This is an optimization exercise on Yosys and OpenROAD, whose aim is small area, not a production implementation.
Function not checked in this run: the RTL went through the layout flow alone.
Power figures rest on the tool's default switching activity, not on a simulated workload.

### flow/run.sh
#!/bin/bash
# synth_recipe.tcl (not shown) runs the flow's synth.tcl, then flattens the netlist and writes it again
# the make line also repeats each setting of config.mk as NAME=value (left out here)
make -C /OpenROAD-flow-scripts/flow DESIGN_CONFIG=/design/flow/config.mk WORK_HOME=/design/flow/orfs CLKGATE_MAP_FILE= SYNTH_SCRIPT=/design/flow/synth_recipe.tcl finish
### flow/config.mk
export PLATFORM = sky130hd
export DESIGN_NAME = I2CDevice
export DESIGN_NICKNAME = I2CDevice
export VERILOG_FILES = /design/flow/design.v
export SDC_FILE = /design/flow/constraint.sdc
export NUM_CORES = 4
export LEC_CHECK = 0
export CAP_MARGIN = 20
export CORE_MARGIN = 2
export CORE_UTILIZATION = 40
export SLEW_MARGIN = 20
### flow/constraint.sdc
create_clock -name core_clock -period 5.0 [get_ports {i_clk}]
set_input_delay 1.0000 -clock core_clock [delete_from_list [all_inputs] [get_ports {i_clk}]]
set_output_delay 1.0000 -clock core_clock [all_outputs]
set_load 0.01 [all_outputs]
### flow/design.v
module DebounceFilter #(parameter DEBOUNCE_LIMIT = 5000000)(
	input i_clk,
	input i_rst,
	input i_bouncy,
	output o_debounced);
	reg [$clog2(DEBOUNCE_LIMIT):0] r_count;
	reg r_state;
	always @(posedge i_clk)
	begin
		if (i_rst)
		begin
			r_state <= 1'b0;
			r_count <= 0;
		end
		else if (i_bouncy != r_state && r_count < DEBOUNCE_LIMIT - 1)
			r_count <= r_count + 1;
		else if (r_count == DEBOUNCE_LIMIT - 1)
		begin
			r_state <= i_bouncy;
			r_count <= 0;
		end
		else
			r_count <= 0;
	end
	assign o_debounced = r_state;
endmodule
module StateMachineI2C(
	input i_clk,
	input i_rst,
	input [7:0] i_data,
	input i_scl,
	input [6:0] i_addr,
	input i_sda,
	output o_sda_oe,
	output o_sda_out,
	output  [7:0] o_rddata);
	localparam IDLE = 3'd0;
	localparam SHIFT_ADDR = 3'd1;
	localparam ADDR_ACK = 3'd2;
	localparam DATA_RX = 3'd3;
	localparam RX_ACK = 3'd4;
	localparam DATA_TX = 3'd5;
	localparam TX_ACK = 3'd6;
	reg [2:0] r_state;
	reg [1:0] r_sda_sync, r_scl_sync;
	reg r_drive_en;
	reg r_sda_out;
	reg [3:0] r_count;
	reg [7:0] r_addr_read;
	reg r_acked;
	wire w_sda_fall = r_sda_sync[1] && !r_sda_sync[0] && r_scl_sync[1];
	wire w_sda_rise = !r_sda_sync[1] && r_sda_sync[0] && r_scl_sync[1];
	wire w_scl_rise = !r_scl_sync[1] && r_scl_sync[0];
	wire w_scl_fall = r_scl_sync[1] && !r_scl_sync[0];
	always @(posedge i_clk)
	begin
		if (i_rst)
		begin
			r_state <= IDLE;
			r_drive_en <= 0;
			r_count <= 0;
			r_acked <= 0;
		end
		else if (w_sda_fall)
		begin
			r_state <= SHIFT_ADDR;
			r_drive_en <= 0;
			r_count <= 0;
			r_acked <= 0;
		end
		else if (w_sda_rise)
			r_state <= IDLE;
		else
		begin
			case (r_state)
			IDLE:
			begin
				r_drive_en <= 0;
				r_count <= 0;
				r_acked <= 0;
			end
			SHIFT_ADDR:
			begin
				if (r_count <= 3'd7)
				begin
					if (w_scl_rise)
					begin
						r_addr_read <= {r_addr_read[6:0], r_sda_sync[1]};
						r_count <= r_count + 1;
					end
				end
				else
				begin
					r_state <= ADDR_ACK;
					r_count <= 0;
				end
			end
			ADDR_ACK:
			begin
				if (w_scl_fall & !r_acked)
				begin
					r_acked <= 1'b1;
					if (i_addr == r_addr_read[7:1])
					begin
						r_drive_en <= 1'b1;
						r_sda_out <= 1'b0;
					end
					else
						r_state <= IDLE;
				end
				else if (w_scl_fall & r_acked)
				begin
					r_acked <= 1'b0;
					if (r_addr_read[0])
					begin
						r_drive_en <= 1'b1;
						r_state <= DATA_TX;
						r_sda_out <= i_data[7];
						r_count <= r_count + 1;
					end
					else
					begin
						r_state <= DATA_RX;
						r_drive_en <= 1'b0;
					end
				end
			end
			DATA_RX:
			begin
				if (r_count <= 7)
				begin
					if (w_scl_rise)
					begin
						r_count <= r_count + 1;
					end
				end
				else
				begin
					r_state <= RX_ACK;
					r_count <= 0;
				end
			end
			RX_ACK:
			begin
				if (w_scl_fall & !r_acked)
				begin
					r_acked <= 1'b1;
					r_drive_en <= 1'b1;
					r_sda_out <= 1'b0;
				end
				else if (w_scl_fall & r_acked)
				begin
					r_acked <= 1'b0;
					r_drive_en <= 1'b0;
					r_state <= DATA_RX;
				end
			end
			DATA_TX:
			begin
				if (w_scl_fall)
				begin
					if (r_count <= 3'd7)
					begin
						r_sda_out <= i_data[7 - r_count];
						r_count <= r_count + 1;
					end
					else
					begin
						r_count <= 0;
						r_drive_en <= 1'b0;
						r_state <= TX_ACK;
					end
				end
			end
			TX_ACK:
			begin
				if (w_scl_rise)
				begin
					if (!r_sda_sync[0])
					begin
						r_state <= DATA_TX;
						r_sda_out <= i_data[0];
						r_count <= r_count + 1;
					end
					else
						r_state <= IDLE;
				end
			end	
			default:
			begin
				r_state <= IDLE;
			end
			endcase	
		end
	end
	always @(posedge i_clk)
	begin
		r_sda_sync[0] <= i_sda;
		r_scl_sync[0] <= i_scl;
		r_sda_sync[1] <= r_sda_sync[0];
		r_scl_sync[1] <= r_scl_sync[0];
	end
	assign o_sda_oe = r_drive_en;
	assign o_sda_out = r_sda_out;
	assign o_rddata = r_state;
endmodule	
module I2CDevice(
	input i_clk,
	input i_rst,
	input [3:0] i_sw,
	input i_scl,
	input i_sda,
	output o_sda_oe,
	output o_sda_out,
	output [7:0] o_led);
	localparam DEBOUNCE_LIMIT = 5000000;
	localparam SLAVE_ADDR = 7'h50;
	wire [3:0] w_sw;
	wire [7:0] w_rddata;
	StateMachineI2C state_inst(
	.i_clk(i_clk),
	.i_rst(i_rst),
	.i_data(w_sw),
	.i_scl(i_scl),
	.i_addr(SLAVE_ADDR),
	.i_sda(i_sda),
	.o_sda_oe(o_sda_oe),
	.o_sda_out(o_sda_out),
	.o_rddata(w_rddata));
	DebounceFilter #(.DEBOUNCE_LIMIT(DEBOUNCE_LIMIT)) debounce_sw0(
		.i_clk(i_clk),
		.i_rst(i_rst),
		.i_bouncy(i_sw[0]),
		.o_debounced(w_sw[0]));
	DebounceFilter #(.DEBOUNCE_LIMIT(DEBOUNCE_LIMIT)) debounce_sw1(
		.i_clk(i_clk),
		.i_rst(i_rst),
		.i_bouncy(i_sw[1]),
		.o_debounced(w_sw[1]));
	DebounceFilter #(.DEBOUNCE_LIMIT(DEBOUNCE_LIMIT)) debounce_sw2(
		.i_clk(i_clk),
		.i_rst(i_rst),
		.i_bouncy(i_sw[2]),
		.o_debounced(w_sw[2]));
	DebounceFilter #(.DEBOUNCE_LIMIT(DEBOUNCE_LIMIT)) debounce_sw3(
		.i_clk(i_clk),
		.i_rst(i_rst),
		.i_bouncy(i_sw[3]),
		.o_debounced(w_sw[3]));
	assign o_led[0] = w_rddata[0];
	assign o_led[1] = w_rddata[1];
	assign o_led[2] = w_rddata[2];
	assign o_led[3] = w_rddata[3];
	assign o_led[4] = w_rddata[4];
	assign o_led[5] = w_rddata[5];
	assign o_led[6] = w_rddata[6];
	assign o_led[7] = w_rddata[7];
endmodule
==> flow_metrics.env <==
export IMPL_outcome="finished clean"
export IMPL_clkLatencyLatePin_ns=0.41
export IMPL_wire_per_inst_um=13.2
export IMPL_slew_viol_final=0
export IMPL_yosys_most_used_dff="dfxtp_1"
export IMPL_p_per_area_nw_per_um2=335
export IMPL_h_tree_depth=4
export IMPL_place_hpwl_mm=8.01
export IMPL_yosysSeqAreaShare=0.435
export IMPL_drtAntennaViolNets=0
export IMPL_post_cts_buffers=0
export IMPL_cts_tree="done"
export IMPL_grt_pass1_wl_mm=20.1
export IMPL_timing_final_crit_share=0.560
export IMPL_synth_compound_area_frac=0.0899
export IMPL_worstSetupPathType="flip-flop to output port"
export IMPL_synth_xor_area_share=0.125
export IMPL_synth_edf_count=9
export IMPL_drtIter0Drc=300
export IMPL_finalNonFillerCells=873
export IMPL_cp_top_family="flip-flops"
export IMPL_max_clock_freq_ghz=0.357
export IMPL_maxCapViolations=0
export IMPL_slowest_stage="dfxtp_1"
export IMPL_start_kind="flip-flop"
export IMPL_synthMuxAreaShare=0.00903
export IMPL_fin_tns_setup_ns=0
export IMPL_critical_path_max_stage_delay_ns=0.73
export IMPL_power_frac_clock=0.529
export IMPL_holdBufCountCts=0
export IMPL_start_util=0.405
export IMPL_setup_violations=0
export IMPL_track_usage=0.153
export IMPL_cts_sinks=122
export IMPL_p_leak_nw=2.22
export IMPL_power_total_w=0.00222
export IMPL_rrSetupSlack_ns=2.75
export IMPL_p_comb_frac=0.022
export IMPL_rsz0062_at_grt="no"
export IMPL_clockBufferDepth=2
export IMPL_antenna_found_initial=0
export IMPL_skew_ns=0.00581
export IMPL_dp_cells=842
export IMPL_switchingPower_w=0.000448
export IMPL_clk_pin_slew_worst_paths_ns=0.05
export IMPL_cts_resized_gates=0
export IMPL_drive_above_1_share=0.0566
export IMPL_die_x_um=125
export IMPL_synth_fa_ha_area_frac=0.0108
export IMPL_dr_pass1_iters=4
export IMPL_drc=0
export IMPL_cp_max_fo=20
export IMPL_ys_async_sr_fraction=0
export IMPL_hp_start="state_inst.r_scl_sync[0]"
export IMPL_synth_cells=665
export IMPL_syn_avg_cell_area_sq_um=8.75
export IMPL_crit_path_cell_trace="clkdlybuf4s50_1"
export IMPL_ir_drop_v=0.000285
export IMPL_vias=4694
export IMPL_gp_congestion=0.862
export IMPL_numPortBuffers=12
export IMPL_crit_path_end_kind="output port"
export IMPL_overflow=0
export IMPL_hold_violations=0
export IMPL_critPathBufInv=1
export IMPL_grt_pass1_vias=4467
export IMPL_hold_path_class="flip-flop to flip-flop"
export IMPL_synth_cell_types=65
export IMPL_finalCriticalPeriod_ns=2.80
export IMPL_area_growth_pct=13.9
export IMPL_ys_ff_latch=122
export IMPL_intPower_w=0.00177
export IMPL_grt_max_degree=22
export IMPL_cts_root_buf="clkbuf_16"
export IMPL_vias_per_cell=5.38
export IMPL_nNetsFinal=690
export IMPL_synth_simple_area_share=0.295
export IMPL_tightest_slew_ns=0.908
export IMPL_core_area_sq_um=14400
export IMPL_crit_start="state_inst.r_state[2]"
export IMPL_cts_buffers=17
export IMPL_die_height_um=125
export IMPL_n_antenna_cell=0
export IMPL_required_ns=4.00
export IMPL_swShare=0.202
export IMPL_row_count=44
export IMPL_power_frac_seq=0.449
export IMPL_worstReg2RegStart="debounce_sw1.r_count[13]"
export IMPL_syn_area_sq_um=5820
export IMPL_relSlewSlack=0.393
export IMPL_synth_top_family_by_area="simple AND/OR/NAND/NOR gates"
export IMPL_ios=18
export IMPL_worst_endpoint_arrival_ns=1.80
export IMPL_die_area_sq_um=15500
export IMPL_totalWireLength_mm=11.5
export IMPL_synth_warnings=3
layout make-up:
cell class,count,area [sq um]
tap,184,230
inverter,13,48.8
timing repair buffer,13,128
fill,1334,7740
multi-input combinational,510,3120
sequential,122,2530
clock buffer,23,478
clock inverter,8,93.8
path summary, 6_finish.rpt:
| kind | endpoint | cells after the start |
|---|---|---|
| min reg2reg | state_inst.r_scl_sync[1] | 0 |
| max | o_led[2] | 1 |
| min | state_inst.r_scl_sync[1] | 0 |
| max reg2reg | debounce_sw1.r_count[11] | 5 |
state kept, by name, summed over array words and instances, names as in the netlist:
name and cells:
debounce_sw0.r_count 24, debounce_sw0.r_state 1, debounce_sw1.r_count 24, debounce_sw1.r_state 1, debounce_sw2.r_count 24, debounce_sw2.r_state 1
debounce_sw3.r_count 24, debounce_sw3.r_state 1, state_inst.r_acked 1, state_inst.r_addr_read 8, state_inst.r_count 4, state_inst.r_drive_en 1
state_inst.r_scl_sync 2, state_inst.r_sda_out 1, state_inst.r_sda_sync 2, state_inst.r_state 3
kinds of logic after synthesis:
family,Yosys count
XOR/XNOR,83
other,1
adder cells (fa/ha/maj),5
flip-flops,122
AO/OA/AOI/OAI,77
buffers and inverters,41
multiplexers,4
AND/OR/NAND/NOR,332
cells in the mapped netlist, drive strengths merged (10+ instances only):
cell / instances / area [sq um]
a21oi: 19 / 95.1
nor2: 121 / 454
xnor2: 29 / 254
xor2: 54 / 473
inv: 13 / 48.8
nor4: 11 / 96.3
nand2: 38 / 143
buf: 17 / 110
clkbuf: 11 / 41.3
dfxtp: 113 / 2260
nor3: 26 / 130
nand3: 44 / 220
and3: 10 / 62.6
o21ai: 14 / 70.1
nand4: 21 / 138
worst reg2reg max path, stage by stage, from the launching register on:
cell and delay, ns:
dfxtp_1 0.37, nor4b_1 0.38, nand4_1 0.21, a2111oi_0 0.39, or3b_1 0.64, nor2_1 0.12
placed cells by master, fill, tap and decap left out, types with 17 or more instances in the layout:
master / instances
nand2_1: 38
nor2_1: 121
nand4_1: 20
a21oi_1: 19
xnor2_1: 29
nor3_1: 26
dfxtp_1: 113
clkbuf_16: 17
xor2_1: 54
nand3_1: 44
stage by stage:
| stage | utilization | setup WS, ns | hold slack [ns] | area, sq um |
|---|---|---|---|---|
| after detailed placement | 0.421 | 1.84 | 0.430 | 6060 |
| after CTS | 0.461 | 2.23 | 0.440 | 6630 |
| after floorplan | - | 2.31 | 0.389 | 5850 |
| after global placement | 0.421 | 1.92 | 0.433 | 6060 |
| after global routing | 0.461 | 2.07 | 0.452 | 6630 |
| final | 0.461 | 2.20 | 0.435 | 6630 |
power groups by stage:
stage	Sequential (W)	Combinational [W]	Clock (W)
finish	0.000999	0.0000486	0.00117
global route	0.000999	0.0000541	0.00125
CTS	0.000998	0.0000488	0.00120
detailed placement	0.00102	0.0000488	0
global placement	0.00102	0.0000474	0
floorplan	0.00102	0.0000393	0
routing by layer:
layer | wire (um) | part of all wire | vias to the layer above | global-route usage
met1 | 5500 | 0.48 | 2238 | 0.191
li1 | - | - | 2361 | -
met4 | 167 | 0.014 | 0 | 0.0522
met3 | 448 | 0.039 | 15 | 0.0511
met2 | 5430 | 0.47 | 80 | 0.248
met5 | 0 | 0 | - | 0

## what the ideal ports hide
How much do the figures lean on ideal ports? The routed layout below was timed once more, with nothing changed but the port constraints.
Step 1 sets driving cells, clkbuf_16 on the clock port and buf_2 on the other inputs (assumed; they add their load-dependent delay and slew).
Step 2 also shifts input and output timing later by t, the mid clock arrival at the registers, as if the neighbouring blocks saw the same clock.
a / b / c = ideal / step 1 / step 2; a / b = the first two.
t (ns): 0.444
setup slack, ns: 2.200 / 2.159 / 1.827
worst setup path after step 2: input to register
worst slew at a driven data input, ns: 0.04
After both steps setup and hold are still met in this run. For this run, drivers alone change the setup slack by -0.041 ns; drivers and shift together by -0.373 ns.
